Background: an optimization exercise with open tools, aiming at small area and a short achievable clock period. Do not read the settings as production practice. At most, simulation tests tie the RTL to the original design; equivalence was not proved. Power is estimated from default activity; no workload was simulated.

==> cedar <==
Design Compressor, start of the top module:
module Compressor(CLK_8,RESET,Pixel,OB,SCLK);
input wire RESET,CLK_8;
input wire [7:0] Pixel;
output wire OB,SCLK;
reg [2:0] ph;
reg e0, e7;
wire [2:0] ph_inc;
rinc #(3) i_ph (ph, 1'b1, ph_inc);
always @(posedge CLK_8)
    if (RESET) begin ph <= 3'd0; e0 <= 1'b1; e7 <= 1'b0; end
    else begin ph <= ph_inc; e0 <= (ph == 3'd7); e7 <= (ph == 3'd6); end
reg [7:0] Col;
reg [8:0] rsum, rdif;
reg [1:0] turn;
reg [3:0] Cnt;
wire clip_c = (rsum < 9'd75) | (rsum > 9'd435)
            | (~rdif[8] & (rdif[7:0] > 8'd180))
            | ( rdif[8] & (rdif[7:0] < 8'd76));
wire nf_c = (rsum == 9'd0);
wire fp_c = (rsum == 9'd75) & (rdif == 9'd75);
wire tp_c = (rsum == 9'd77) & (rdif == 9'd77);
wire c0 = (Cnt == 4'd0), c1 = (Cnt == 4'd1), c2 = (Cnt == 4'd2), c3 = (Cnt == 4'd3);
wire c6 = (Cnt == 4'd6), c7 = (Cnt == 4'd7), c8 = (Cnt == 4'd8), c9 = (Cnt == 4'd9);
wire vss_c = (~tp_c | c6) & (c0 | c3 | c6 | c7 | c8 | c9);
wire v1_c = c1 | c2 | c7 | c8;
wire v2_c = c7 | c8;
wire uv_c = ~clip_c & (turn != 2'b00);
reg f_clip, f_vc, f_nf, f_x1, f_d1, f_x2, f_d2;
always @(posedge CLK_8) begin
    if (RESET) begin f_clip <= 1'b1; f_vc <= 1'b0; end
    else begin f_clip <= clip_c; f_vc <= vss_c & ~clip_c; end
    f_nf <= nf_c;
    f_x1 <= uv_c;
    f_d1 <= uv_c & v1_c & ~fp_c;
    f_x2 <= uv_c & v1_c;
    f_d2 <= uv_c & v2_c & ~tp_c;
end
wire [7:0] col_inc, rs_inc2;
  ...
==> flow/config.mk <==
export PLATFORM = sky130hd
export DESIGN_NAME = Compressor
export DESIGN_NICKNAME = Compressor
export VERILOG_FILES = /design/flow/design.v
export SDC_FILE = /design/flow/constraint.sdc
export NUM_CORES = 4
export LEC_CHECK = 0
export CAP_MARGIN = 20
export CORE_MARGIN = 2
export CORE_UTILIZATION = 40
export SLEW_MARGIN = 20
==> flow/constraint.sdc <==
create_clock -name core_clock -period 16.0 [get_ports {CLK_8}]
set_input_delay 3.2000 -clock core_clock [delete_from_list [all_inputs] [get_ports {CLK_8}]]
set_output_delay 3.2000 -clock core_clock [all_outputs]
set_load 0.01 [all_outputs]
standard.sh (not shown) runs the stock make flow with config.mk's settings and CLKGATE_MAP_FILE= SYNTH_SCRIPT=/design/flow/synth_recipe.tcl, a recipe that flattens the netlist after the stock synthesis.
==> flow/flow/run.sh <==
#!/bin/bash
export BUFFER_PORTS_ARGS="-buffer_cell sky130_fd_sc_hd__buf_2"
bash standard.sh > standard.log 2>&1
==> inputs of amber, as changes to cedar <==
--- a/flow/design.v
+++ b/flow/design.v
@@ -11,16 +11,20 @@
 module rinc #(parameter W = 8) (input [W-1:0] a, input ci, output [W-1:0] s);
     wire [W:0] c;
     assign c[0] = ci;
     genvar i;
     generate for (i = 0; i < W; i = i + 1) begin : bit_
         assign s[i] = a[i] ^ c[i];
         assign c[i+1] = a[i] & c[i];
     end endgenerate
+endmodule
+module csa #(parameter W = 8) (input [W-1:0] a, input [W-1:0] b, input [W-1:0] c, output [W-1:0] s, output [W-1:0] cy);
+    assign s  = a ^ b ^ c;
+    assign cy = (a & b) | (c & (a ^ b));
 endmodule
 module Compressor(CLK_8,RESET,Pixel,OB,SCLK);
 input wire RESET,CLK_8;
 input wire [7:0] Pixel;
 output wire OB,SCLK;
 reg [2:0] ph;
 reg e0, e7;
 wire [2:0] ph_inc;
@@ -39,37 +43,40 @@
 wire fp_c = (rsum == 9'd75) & (rdif == 9'd75);
 wire tp_c = (rsum == 9'd77) & (rdif == 9'd77);
 wire c0 = (Cnt == 4'd0), c1 = (Cnt == 4'd1), c2 = (Cnt == 4'd2), c3 = (Cnt == 4'd3);
 wire c6 = (Cnt == 4'd6), c7 = (Cnt == 4'd7), c8 = (Cnt == 4'd8), c9 = (Cnt == 4'd9);
 wire vss_c = (~tp_c | c6) & (c0 | c3 | c6 | c7 | c8 | c9);
 wire v1_c = c1 | c2 | c7 | c8;
 wire v2_c = c7 | c8;
 wire uv_c = ~clip_c & (turn != 2'b00);
-reg f_clip, f_vc, f_nf, f_x1, f_d1, f_x2, f_d2;
-always @(posedge CLK_8) begin
-    if (RESET) begin f_clip <= 1'b1; f_vc <= 1'b0; end
-    else begin f_clip <= clip_c; f_vc <= vss_c & ~clip_c; end
-    f_nf <= nf_c;
-    f_x1 <= uv_c;
-    f_d1 <= uv_c & v1_c & ~fp_c;
-    f_x2 <= uv_c & v1_c;
-    f_d2 <= uv_c & v2_c & ~tp_c;
-end
+wire f_clip = clip_c;
+wire f_vc   = vss_c & ~clip_c;
+wire f_nf   = nf_c;
+wire f_x1   = uv_c;
+wire f_d1   = uv_c & v1_c & ~fp_c;
+wire f_x2   = uv_c & v1_c;
+wire f_d2   = uv_c & v2_c & ~tp_c;
 wire [7:0] col_inc, rs_inc2;
 wire [8:0] rs_inc, rd_inc;
 wire [3:0] cnt_inc;
 rinc #(8) i_ci (Col, 1'b1, col_inc);
 rinc #(9) i_rsi (rsum, 1'b1, rs_inc);
 rinc #(8) i_rs2 (rsum[8:1], 1'b1, rs_inc2);      
 rinc #(9) i_rdi (rdif, 1'b1, rd_inc);
 rinc #(4) i_ni (Cnt, 1'b1, cnt_inc);
-always @(posedge CLK_8)
-    if (RESET) begin
-        Col <= 8'd254; rsum <= 9'd509; rdif <= 9'h1ff; turn <= 2'b10; Cnt <= 4'd0;
+reg rst_q;
+always @(posedge CLK_8) rst_q <= RESET;
+always @(posedge CLK_8)
+    if (rst_q) begin
+        if (RESET) begin
+            Col <= 8'd254; rsum <= 9'd509; rdif <= 9'h1ff; turn <= 2'b10; Cnt <= 4'd0;
+        end else begin
+            Col <= 8'd255; rsum <= 9'd510; rdif <= 9'h000; turn <= 2'b00; Cnt <= 4'd0;
+        end
     end else if (e0) begin
         if (turn == 2'b10) begin
             turn <= 2'b00;
             Col <= col_inc;
             if (Col == 8'd255) begin
                 if (rsum == 9'd510) begin           
                     rsum <= 9'd0; rdif <= 9'd0;
                 end else begin                      
@@ -118,38 +125,37 @@
 rinc #(6) i_yr ({1'b0,Yb[5:1]}, Yb[0], yr);
 reg  [4:0] P1y;
 always @(posedge CLK_8) P1y <= yr[5] ? 5'd31 : yr[4:0];
 reg [5:0] cX1, cX2, oX1, oX2;
 reg [7:0] cDp, oDp;
 reg [6:0] cY1, cY2, oY1, oY2;
 reg [8:0] cEp, oEp;
 wire swap = e0 & (turn != 2'b00);
-wire [6:0] l1dt;
-rca #(7) i_l1dt (.a({P1[5],P1}), .b({cX2[5],cX2}), .ci(1'b0), .s(l1dt));
-wire [6:0] l1d;
-rca #(7) i_l1d (.a({cX1[5],cX1}), .b(~{l1dt[6],l1dt[6:1]}), .ci(1'b1), .s(l1d));
+wire [6:0] l1a_s, l1a_c, l1d;
+csa #(7) i_l1a (.a({cX1[5],cX1}), .b(~{P1[5],P1[5],P1[5:1]}), .c(~{cX2[5],cX2[5],cX2[5:1]}), .s(l1a_s), .cy(l1a_c));
+rca #(7) i_l1d (.a(l1a_s), .b({l1a_c[5:0], ~(P1[0] & cX2[0])}), .ci(1'b1), .s(l1d));
 reg  [6:0] P2;
 always @(posedge CLK_8) P2 <= l1d;
-wire [7:0] l1st;
-rca #(8) i_l1st (.a({P2[6],P2}), .b(cDp), .ci(1'b0), .s(l1st));
-wire [6:0] l1s;
-rca #(7) i_l1s (.a({cX2[5],cX2}), .b({l1st[7],l1st[7:2]}), .ci(1'b0), .s(l1s));
+wire l1cl = (P2[1] & cDp[1]) | ((P2[1] ^ cDp[1]) & P2[0] & cDp[0]);
+wire l1ov = (P2 == 7'd63) & (cDp == 8'd65);
+wire [6:0] l1b_s, l1b_c, l1s;
+csa #(7) i_l1b (.a({cX2[5],cX2}), .b({P2[6],P2[6],P2[6:2]}), .c({cDp[7],cDp[7:2]}), .s(l1b_s), .cy(l1b_c));
+rca #(7) i_l1s (.a(l1b_s), .b({l1b_c[5:0], 1'b0}), .ci(l1cl), .s(l1s));
 reg  [6:0] P3;
-always @(posedge CLK_8) P3 <= l1s;
-wire [7:0] l2dt;
-rca #(8) i_l2dt (.a({P3[6],P3}), .b({cY2[6],cY2}), .ci(1'b0), .s(l2dt));
-wire [7:0] l2d;
-rca #(8) i_l2d (.a({cY1[6],cY1}), .b(~{l2dt[7],l2dt[7:1]}), .ci(1'b1), .s(l2d));
+always @(posedge CLK_8) P3 <= {l1s[6] ^ l1ov, l1s[5:0]};
+wire [7:0] l2a_s, l2a_c, l2d;
+csa #(8) i_l2a (.a({cY1[6],cY1}), .b(~{P3[6],P3[6],P3[6:1]}), .c(~{cY2[6],cY2[6],cY2[6:1]}), .s(l2a_s), .cy(l2a_c));
+rca #(8) i_l2d (.a(l2a_s), .b({l2a_c[6:0], ~(P3[0] & cY2[0])}), .ci(1'b1), .s(l2d));
 reg  [7:0] P4;
 always @(posedge CLK_8) P4 <= l2d;
-wire [8:0] l2st;
-rca #(9) i_l2st (.a({P4[7],P4}), .b(cEp), .ci(1'b0), .s(l2st));
-wire [7:0] l2s;
-rca #(8) i_l2s (.a({cY2[6],cY2}), .b({l2st[8],l2st[8:2]}), .ci(1'b0), .s(l2s));
+wire l2cl = (P4[1] & cEp[1]) | ((P4[1] ^ cEp[1]) & P4[0] & cEp[0]);
+wire [7:0] l2b_s, l2b_c, l2s;
+csa #(8) i_l2b (.a({cY2[6],cY2}), .b({P4[7],P4[7],P4[7:2]}), .c({cEp[8],cEp[8:2]}), .s(l2b_s), .cy(l2b_c));
+rca #(8) i_l2s (.a(l2b_s), .b({l2b_c[6:0], 1'b0}), .ci(l2cl), .s(l2s));
 reg  [7:0] P5;
 always @(posedge CLK_8) P5 <= l2s;
 wire [7:0] P2p2;
 rinc #(7) i_p2p2 ({P2[6],P2[6:1]}, 1'b1, P2p2[7:1]);
 assign P2p2[0] = P2[0];
 wire [8:0] P4p2;
 rinc #(8) i_p4p2 ({P4[7],P4[7:1]}, 1'b1, P4p2[8:1]);
 assign P4p2[0] = P4[0];
@@ -236,17 +242,17 @@
         3'd4: ones = 16'h000f;
         3'd5: ones = 16'h001f;
         default: ones = 16'h003f;
     endcase
 wire [15:0] cw2 = ({13'b0,rem} << (quo[2:0] + 3'd1)) | ones;
 reg  [15:0] P7cw;
 reg  [3:0]  P7lm1;
 always @(posedge CLK_8) begin
-    P7cw  <= esc ? {P6,7'b1111111} : cw2;
+    P7cw  <= ~(e7 & f_vc) ? 16'b0 : esc ? {P6,7'b1111111} : cw2;
     P7lm1 <= esc ? 4'd15 : ({2'b00,Kb} + {1'b0,quo[2:0]});
 end
 wire [6:0] aclo;
 rca #(7) i_aclo (.a({1'b0,ac0[5:0]}), .b({1'b0,P6[5:0]}), .ci(1'b0), .s(aclo));
 reg  [6:0] Alo;
 always @(posedge CLK_8) Alo <= aclo;
 wire [5:0] achi;
 rca #(6) i_achi (.a(ac0[11:6]), .b({3'b000,P6[8:6]}), .ci(Alo[6]), .s(achi));
@@ -262,28 +268,24 @@
         ac0 <= ac1; ac1 <= ac2;
         ac2 <= ~f_vc ? ac0 : n7 ? {1'b0,ac0[11:1]} : acsum;
         if (f_vc & (turn == 2'b00)) NY <= n7 ? 3'b011 : ny_inc;
         if (f_vc & (turn == 2'b10)) NU <= n7 ? 3'b011 : nu_inc;
     end
 reg [39:0] fifo;
 reg [5:0]  sreg;    
 reg        nz;      
-wire push = e0 & f_vc;
+wire push = e0 & f_vc & ~rst_q;
 wire [39:0] shifted = {24'b0,P7cw} << sreg;
 wire [5:0] s_add, s_dec;
 rca #(6) i_sadd (.a(sreg), .b({2'b00,P7lm1}), .ci(1'b0), .s(s_add));
 rca #(6) i_sdec (.a(sreg), .b(6'b111111), .ci(1'b0), .s(s_dec));
 always @(posedge CLK_8) begin
-    fifo <= {1'b0,fifo[39:1]} | (push ? shifted : 40'b0);
-    if (RESET) begin
-        sreg <= 6'd0; nz <= 1'b0;
-    end else if (push) begin
-        sreg <= s_add;
-        nz   <= 1'b1;
-    end else begin
-        sreg <= (sreg == 6'd0) ? 6'd0 : s_dec;
-        nz   <= (sreg != 6'd0);
-    end
+    fifo <= {1'b0,fifo[39:1]} | shifted;
+    if (RESET | rst_q) nz <= 1'b0;
+    else               nz <= push | (sreg != 6'd0);
+    if (rst_q)         sreg <= 6'd0;
+    else if (push)     sreg <= s_add;
+    else               sreg <= (sreg == 6'd0) ? 6'd0 : s_dec;
 end
 assign OB = fifo[0];
 assign SCLK = nz;
 endmodule
CORE_UTILIZATION = 60   (was 40)
CTS_BUF_LIST = sky130_fd_sc_hd__clkbuf_16   (was not set)
CTS_CLUSTER_DIAMETER = 100   (was not set)
CTS_CLUSTER_SIZE = 30   (was not set)
==> inputs of harbor, as changes to cedar <==
==> flow/run.sh (new file) <==
#!/bin/bash
# synth_recipe.tcl (not shown) runs the flow's synth.tcl, then flattens the netlist and writes it again
# the make line also repeats each setting of config.mk as NAME=value (left out here)
make -C /OpenROAD-flow-scripts/flow DESIGN_CONFIG=/design/flow/config.mk WORK_HOME=/design/flow/orfs CLKGATE_MAP_FILE= SYNTH_SCRIPT=/design/flow/synth_recipe.tcl finish
removed: flow/flow/run.sh
removed: flow/standard.sh
==> inputs of pepper, as changes to cedar <==
--- a/flow/design.v
+++ b/flow/design.v
@@ -11,16 +11,20 @@
 module rinc #(parameter W = 8) (input [W-1:0] a, input ci, output [W-1:0] s);
     wire [W:0] c;
     assign c[0] = ci;
     genvar i;
     generate for (i = 0; i < W; i = i + 1) begin : bit_
         assign s[i] = a[i] ^ c[i];
         assign c[i+1] = a[i] & c[i];
     end endgenerate
+endmodule
+module csa #(parameter W = 8) (input [W-1:0] a, input [W-1:0] b, input [W-1:0] c, output [W-1:0] s, output [W-1:0] cy);
+    assign s  = a ^ b ^ c;
+    assign cy = (a & b) | (c & (a ^ b));
 endmodule
 module Compressor(CLK_8,RESET,Pixel,OB,SCLK);
 input wire RESET,CLK_8;
 input wire [7:0] Pixel;
 output wire OB,SCLK;
 reg [2:0] ph;
 reg e0, e7;
 wire [2:0] ph_inc;
@@ -39,37 +43,40 @@
 wire fp_c = (rsum == 9'd75) & (rdif == 9'd75);
 wire tp_c = (rsum == 9'd77) & (rdif == 9'd77);
 wire c0 = (Cnt == 4'd0), c1 = (Cnt == 4'd1), c2 = (Cnt == 4'd2), c3 = (Cnt == 4'd3);
 wire c6 = (Cnt == 4'd6), c7 = (Cnt == 4'd7), c8 = (Cnt == 4'd8), c9 = (Cnt == 4'd9);
 wire vss_c = (~tp_c | c6) & (c0 | c3 | c6 | c7 | c8 | c9);
 wire v1_c = c1 | c2 | c7 | c8;
 wire v2_c = c7 | c8;
 wire uv_c = ~clip_c & (turn != 2'b00);
-reg f_clip, f_vc, f_nf, f_x1, f_d1, f_x2, f_d2;
-always @(posedge CLK_8) begin
-    if (RESET) begin f_clip <= 1'b1; f_vc <= 1'b0; end
-    else begin f_clip <= clip_c; f_vc <= vss_c & ~clip_c; end
-    f_nf <= nf_c;
-    f_x1 <= uv_c;
-    f_d1 <= uv_c & v1_c & ~fp_c;
-    f_x2 <= uv_c & v1_c;
-    f_d2 <= uv_c & v2_c & ~tp_c;
-end
+wire f_clip = clip_c;
+wire f_vc   = vss_c & ~clip_c;
+wire f_nf   = nf_c;
+wire f_x1   = uv_c;
+wire f_d1   = uv_c & v1_c & ~fp_c;
+wire f_x2   = uv_c & v1_c;
+wire f_d2   = uv_c & v2_c & ~tp_c;
 wire [7:0] col_inc, rs_inc2;
 wire [8:0] rs_inc, rd_inc;
 wire [3:0] cnt_inc;
 rinc #(8) i_ci (Col, 1'b1, col_inc);
 rinc #(9) i_rsi (rsum, 1'b1, rs_inc);
 rinc #(8) i_rs2 (rsum[8:1], 1'b1, rs_inc2);      
 rinc #(9) i_rdi (rdif, 1'b1, rd_inc);
 rinc #(4) i_ni (Cnt, 1'b1, cnt_inc);
-always @(posedge CLK_8)
-    if (RESET) begin
-        Col <= 8'd254; rsum <= 9'd509; rdif <= 9'h1ff; turn <= 2'b10; Cnt <= 4'd0;
+reg rst_q;
+always @(posedge CLK_8) rst_q <= RESET;
+always @(posedge CLK_8)
+    if (rst_q) begin
+        if (RESET) begin
+            Col <= 8'd254; rsum <= 9'd509; rdif <= 9'h1ff; turn <= 2'b10; Cnt <= 4'd0;
+        end else begin
+            Col <= 8'd255; rsum <= 9'd510; rdif <= 9'h000; turn <= 2'b00; Cnt <= 4'd0;
+        end
     end else if (e0) begin
         if (turn == 2'b10) begin
             turn <= 2'b00;
             Col <= col_inc;
             if (Col == 8'd255) begin
                 if (rsum == 9'd510) begin           
                     rsum <= 9'd0; rdif <= 9'd0;
                 end else begin                      
@@ -118,38 +125,37 @@
 rinc #(6) i_yr ({1'b0,Yb[5:1]}, Yb[0], yr);
 reg  [4:0] P1y;
 always @(posedge CLK_8) P1y <= yr[5] ? 5'd31 : yr[4:0];
 reg [5:0] cX1, cX2, oX1, oX2;
 reg [7:0] cDp, oDp;
 reg [6:0] cY1, cY2, oY1, oY2;
 reg [8:0] cEp, oEp;
 wire swap = e0 & (turn != 2'b00);
-wire [6:0] l1dt;
-rca #(7) i_l1dt (.a({P1[5],P1}), .b({cX2[5],cX2}), .ci(1'b0), .s(l1dt));
-wire [6:0] l1d;
-rca #(7) i_l1d (.a({cX1[5],cX1}), .b(~{l1dt[6],l1dt[6:1]}), .ci(1'b1), .s(l1d));
+wire [6:0] l1a_s, l1a_c, l1d;
+csa #(7) i_l1a (.a({cX1[5],cX1}), .b(~{P1[5],P1[5],P1[5:1]}), .c(~{cX2[5],cX2[5],cX2[5:1]}), .s(l1a_s), .cy(l1a_c));
+rca #(7) i_l1d (.a(l1a_s), .b({l1a_c[5:0], ~(P1[0] & cX2[0])}), .ci(1'b1), .s(l1d));
 reg  [6:0] P2;
 always @(posedge CLK_8) P2 <= l1d;
-wire [7:0] l1st;
-rca #(8) i_l1st (.a({P2[6],P2}), .b(cDp), .ci(1'b0), .s(l1st));
-wire [6:0] l1s;
-rca #(7) i_l1s (.a({cX2[5],cX2}), .b({l1st[7],l1st[7:2]}), .ci(1'b0), .s(l1s));
+wire l1cl = (P2[1] & cDp[1]) | ((P2[1] ^ cDp[1]) & P2[0] & cDp[0]);
+wire l1ov = (P2 == 7'd63) & (cDp == 8'd65);
+wire [6:0] l1b_s, l1b_c, l1s;
+csa #(7) i_l1b (.a({cX2[5],cX2}), .b({P2[6],P2[6],P2[6:2]}), .c({cDp[7],cDp[7:2]}), .s(l1b_s), .cy(l1b_c));
+rca #(7) i_l1s (.a(l1b_s), .b({l1b_c[5:0], 1'b0}), .ci(l1cl), .s(l1s));
 reg  [6:0] P3;
-always @(posedge CLK_8) P3 <= l1s;
-wire [7:0] l2dt;
-rca #(8) i_l2dt (.a({P3[6],P3}), .b({cY2[6],cY2}), .ci(1'b0), .s(l2dt));
-wire [7:0] l2d;
-rca #(8) i_l2d (.a({cY1[6],cY1}), .b(~{l2dt[7],l2dt[7:1]}), .ci(1'b1), .s(l2d));
+always @(posedge CLK_8) P3 <= {l1s[6] ^ l1ov, l1s[5:0]};
+wire [7:0] l2a_s, l2a_c, l2d;
+csa #(8) i_l2a (.a({cY1[6],cY1}), .b(~{P3[6],P3[6],P3[6:1]}), .c(~{cY2[6],cY2[6],cY2[6:1]}), .s(l2a_s), .cy(l2a_c));
+rca #(8) i_l2d (.a(l2a_s), .b({l2a_c[6:0], ~(P3[0] & cY2[0])}), .ci(1'b1), .s(l2d));
 reg  [7:0] P4;
 always @(posedge CLK_8) P4 <= l2d;
-wire [8:0] l2st;
-rca #(9) i_l2st (.a({P4[7],P4}), .b(cEp), .ci(1'b0), .s(l2st));
-wire [7:0] l2s;
-rca #(8) i_l2s (.a({cY2[6],cY2}), .b({l2st[8],l2st[8:2]}), .ci(1'b0), .s(l2s));
+wire l2cl = (P4[1] & cEp[1]) | ((P4[1] ^ cEp[1]) & P4[0] & cEp[0]);
+wire [7:0] l2b_s, l2b_c, l2s;
+csa #(8) i_l2b (.a({cY2[6],cY2}), .b({P4[7],P4[7],P4[7:2]}), .c({cEp[8],cEp[8:2]}), .s(l2b_s), .cy(l2b_c));
+rca #(8) i_l2s (.a(l2b_s), .b({l2b_c[6:0], 1'b0}), .ci(l2cl), .s(l2s));
 reg  [7:0] P5;
 always @(posedge CLK_8) P5 <= l2s;
 wire [7:0] P2p2;
 rinc #(7) i_p2p2 ({P2[6],P2[6:1]}, 1'b1, P2p2[7:1]);
 assign P2p2[0] = P2[0];
 wire [8:0] P4p2;
 rinc #(8) i_p4p2 ({P4[7],P4[7:1]}, 1'b1, P4p2[8:1]);
 assign P4p2[0] = P4[0];
@@ -236,17 +242,17 @@
         3'd4: ones = 16'h000f;
         3'd5: ones = 16'h001f;
         default: ones = 16'h003f;
     endcase
 wire [15:0] cw2 = ({13'b0,rem} << (quo[2:0] + 3'd1)) | ones;
 reg  [15:0] P7cw;
 reg  [3:0]  P7lm1;
 always @(posedge CLK_8) begin
-    P7cw  <= esc ? {P6,7'b1111111} : cw2;
+    P7cw  <= ~(e7 & f_vc) ? 16'b0 : esc ? {P6,7'b1111111} : cw2;
     P7lm1 <= esc ? 4'd15 : ({2'b00,Kb} + {1'b0,quo[2:0]});
 end
 wire [6:0] aclo;
 rca #(7) i_aclo (.a({1'b0,ac0[5:0]}), .b({1'b0,P6[5:0]}), .ci(1'b0), .s(aclo));
 reg  [6:0] Alo;
 always @(posedge CLK_8) Alo <= aclo;
 wire [5:0] achi;
 rca #(6) i_achi (.a(ac0[11:6]), .b({3'b000,P6[8:6]}), .ci(Alo[6]), .s(achi));
@@ -262,28 +268,24 @@
         ac0 <= ac1; ac1 <= ac2;
         ac2 <= ~f_vc ? ac0 : n7 ? {1'b0,ac0[11:1]} : acsum;
         if (f_vc & (turn == 2'b00)) NY <= n7 ? 3'b011 : ny_inc;
         if (f_vc & (turn == 2'b10)) NU <= n7 ? 3'b011 : nu_inc;
     end
 reg [39:0] fifo;
 reg [5:0]  sreg;    
 reg        nz;      
-wire push = e0 & f_vc;
+wire push = e0 & f_vc & ~rst_q;
 wire [39:0] shifted = {24'b0,P7cw} << sreg;
 wire [5:0] s_add, s_dec;
 rca #(6) i_sadd (.a(sreg), .b({2'b00,P7lm1}), .ci(1'b0), .s(s_add));
 rca #(6) i_sdec (.a(sreg), .b(6'b111111), .ci(1'b0), .s(s_dec));
 always @(posedge CLK_8) begin
-    fifo <= {1'b0,fifo[39:1]} | (push ? shifted : 40'b0);
-    if (RESET) begin
-        sreg <= 6'd0; nz <= 1'b0;
-    end else if (push) begin
-        sreg <= s_add;
-        nz   <= 1'b1;
-    end else begin
-        sreg <= (sreg == 6'd0) ? 6'd0 : s_dec;
-        nz   <= (sreg != 6'd0);
-    end
+    fifo <= {1'b0,fifo[39:1]} | shifted;
+    if (RESET | rst_q) nz <= 1'b0;
+    else               nz <= push | (sreg != 6'd0);
+    if (rst_q)         sreg <= 6'd0;
+    else if (push)     sreg <= s_add;
+    else               sreg <= (sreg == 6'd0) ? 6'd0 : s_dec;
 end
 assign OB = fifo[0];
 assign SCLK = nz;
 endmodule
CORE_UTILIZATION = 60   (was 40)
CTS_BUF_LIST = sky130_fd_sc_hd__clkbuf_8   (was not set)
CTS_CLUSTER_DIAMETER = 80   (was not set)
CTS_CLUSTER_SIZE = 18   (was not set)
==> summary of the runs <==
- In amber the global-route usage is lower than in pepper, by 0.073 points.
- Core utilization: harbor < cedar < pepper < amber.
- Clock skew: amber < cedar < harbor < pepper.
- Sequential share of layout area, lowest first: cedar, harbor, amber, pepper.
- In harbor the sequential power is lower than in amber, by about 8%.
- Of pepper and harbor, harbor has the higher non-clock buffer count (gap 6).
- cedar went through all stages and came out clean. harbor passed the timing, design-rule and antenna checks. amber ran to the end with no violations. pepper finished clean.
The RTL of cedar and harbor was laid out without a check of its function.

[what the ideal ports hide]
In the flow no input, the clock included, has a driving cell. The finished layouts below were timed again as built, in two steps. Step 1: set_driving_cell puts a clkbuf_16 on CLK_8 and a buf_2 on each other input, an assumption about the parent block. Step 2 adds t to the input delays and takes it off the output delays; t is the mean of the earliest and latest rising clock arrival at the registers after step 1. Input paths then give back, and output paths get back, about the clock's delay inside the block. Three values: ideal, step 1, step 2; two values: the first two.
run | shift t [ns] | setup slack, ns | hold slack, ns | worst setup path at the end | slew at the worst register clock pin (ns)
cedar | 0.621 | 11.705 / 11.650 / 11.241 | 0.402 / 0.402 / 0.402 | input to register | 0.06 / 0.06
amber | 0.569 | 11.722 / 11.670 / 11.905 | 0.412 / 0.412 / 0.412 | input to register | 0.12 / 0.12
harbor | 0.603 | 11.323 / 11.272 / 11.039 | 0.376 / 0.376 / 0.376 | input to register | 0.06 / 0.06
pepper | 0.629 | 11.676 / 11.629 / 11.920 | 0.411 / 0.411 / 0.411 | input to register | 0.12 / 0.12
After both steps every run listed still meets setup and hold. For cedar, which loses most, drivers alone change the setup slack by -0.055 ns; drivers and shift together by -0.464 ns.
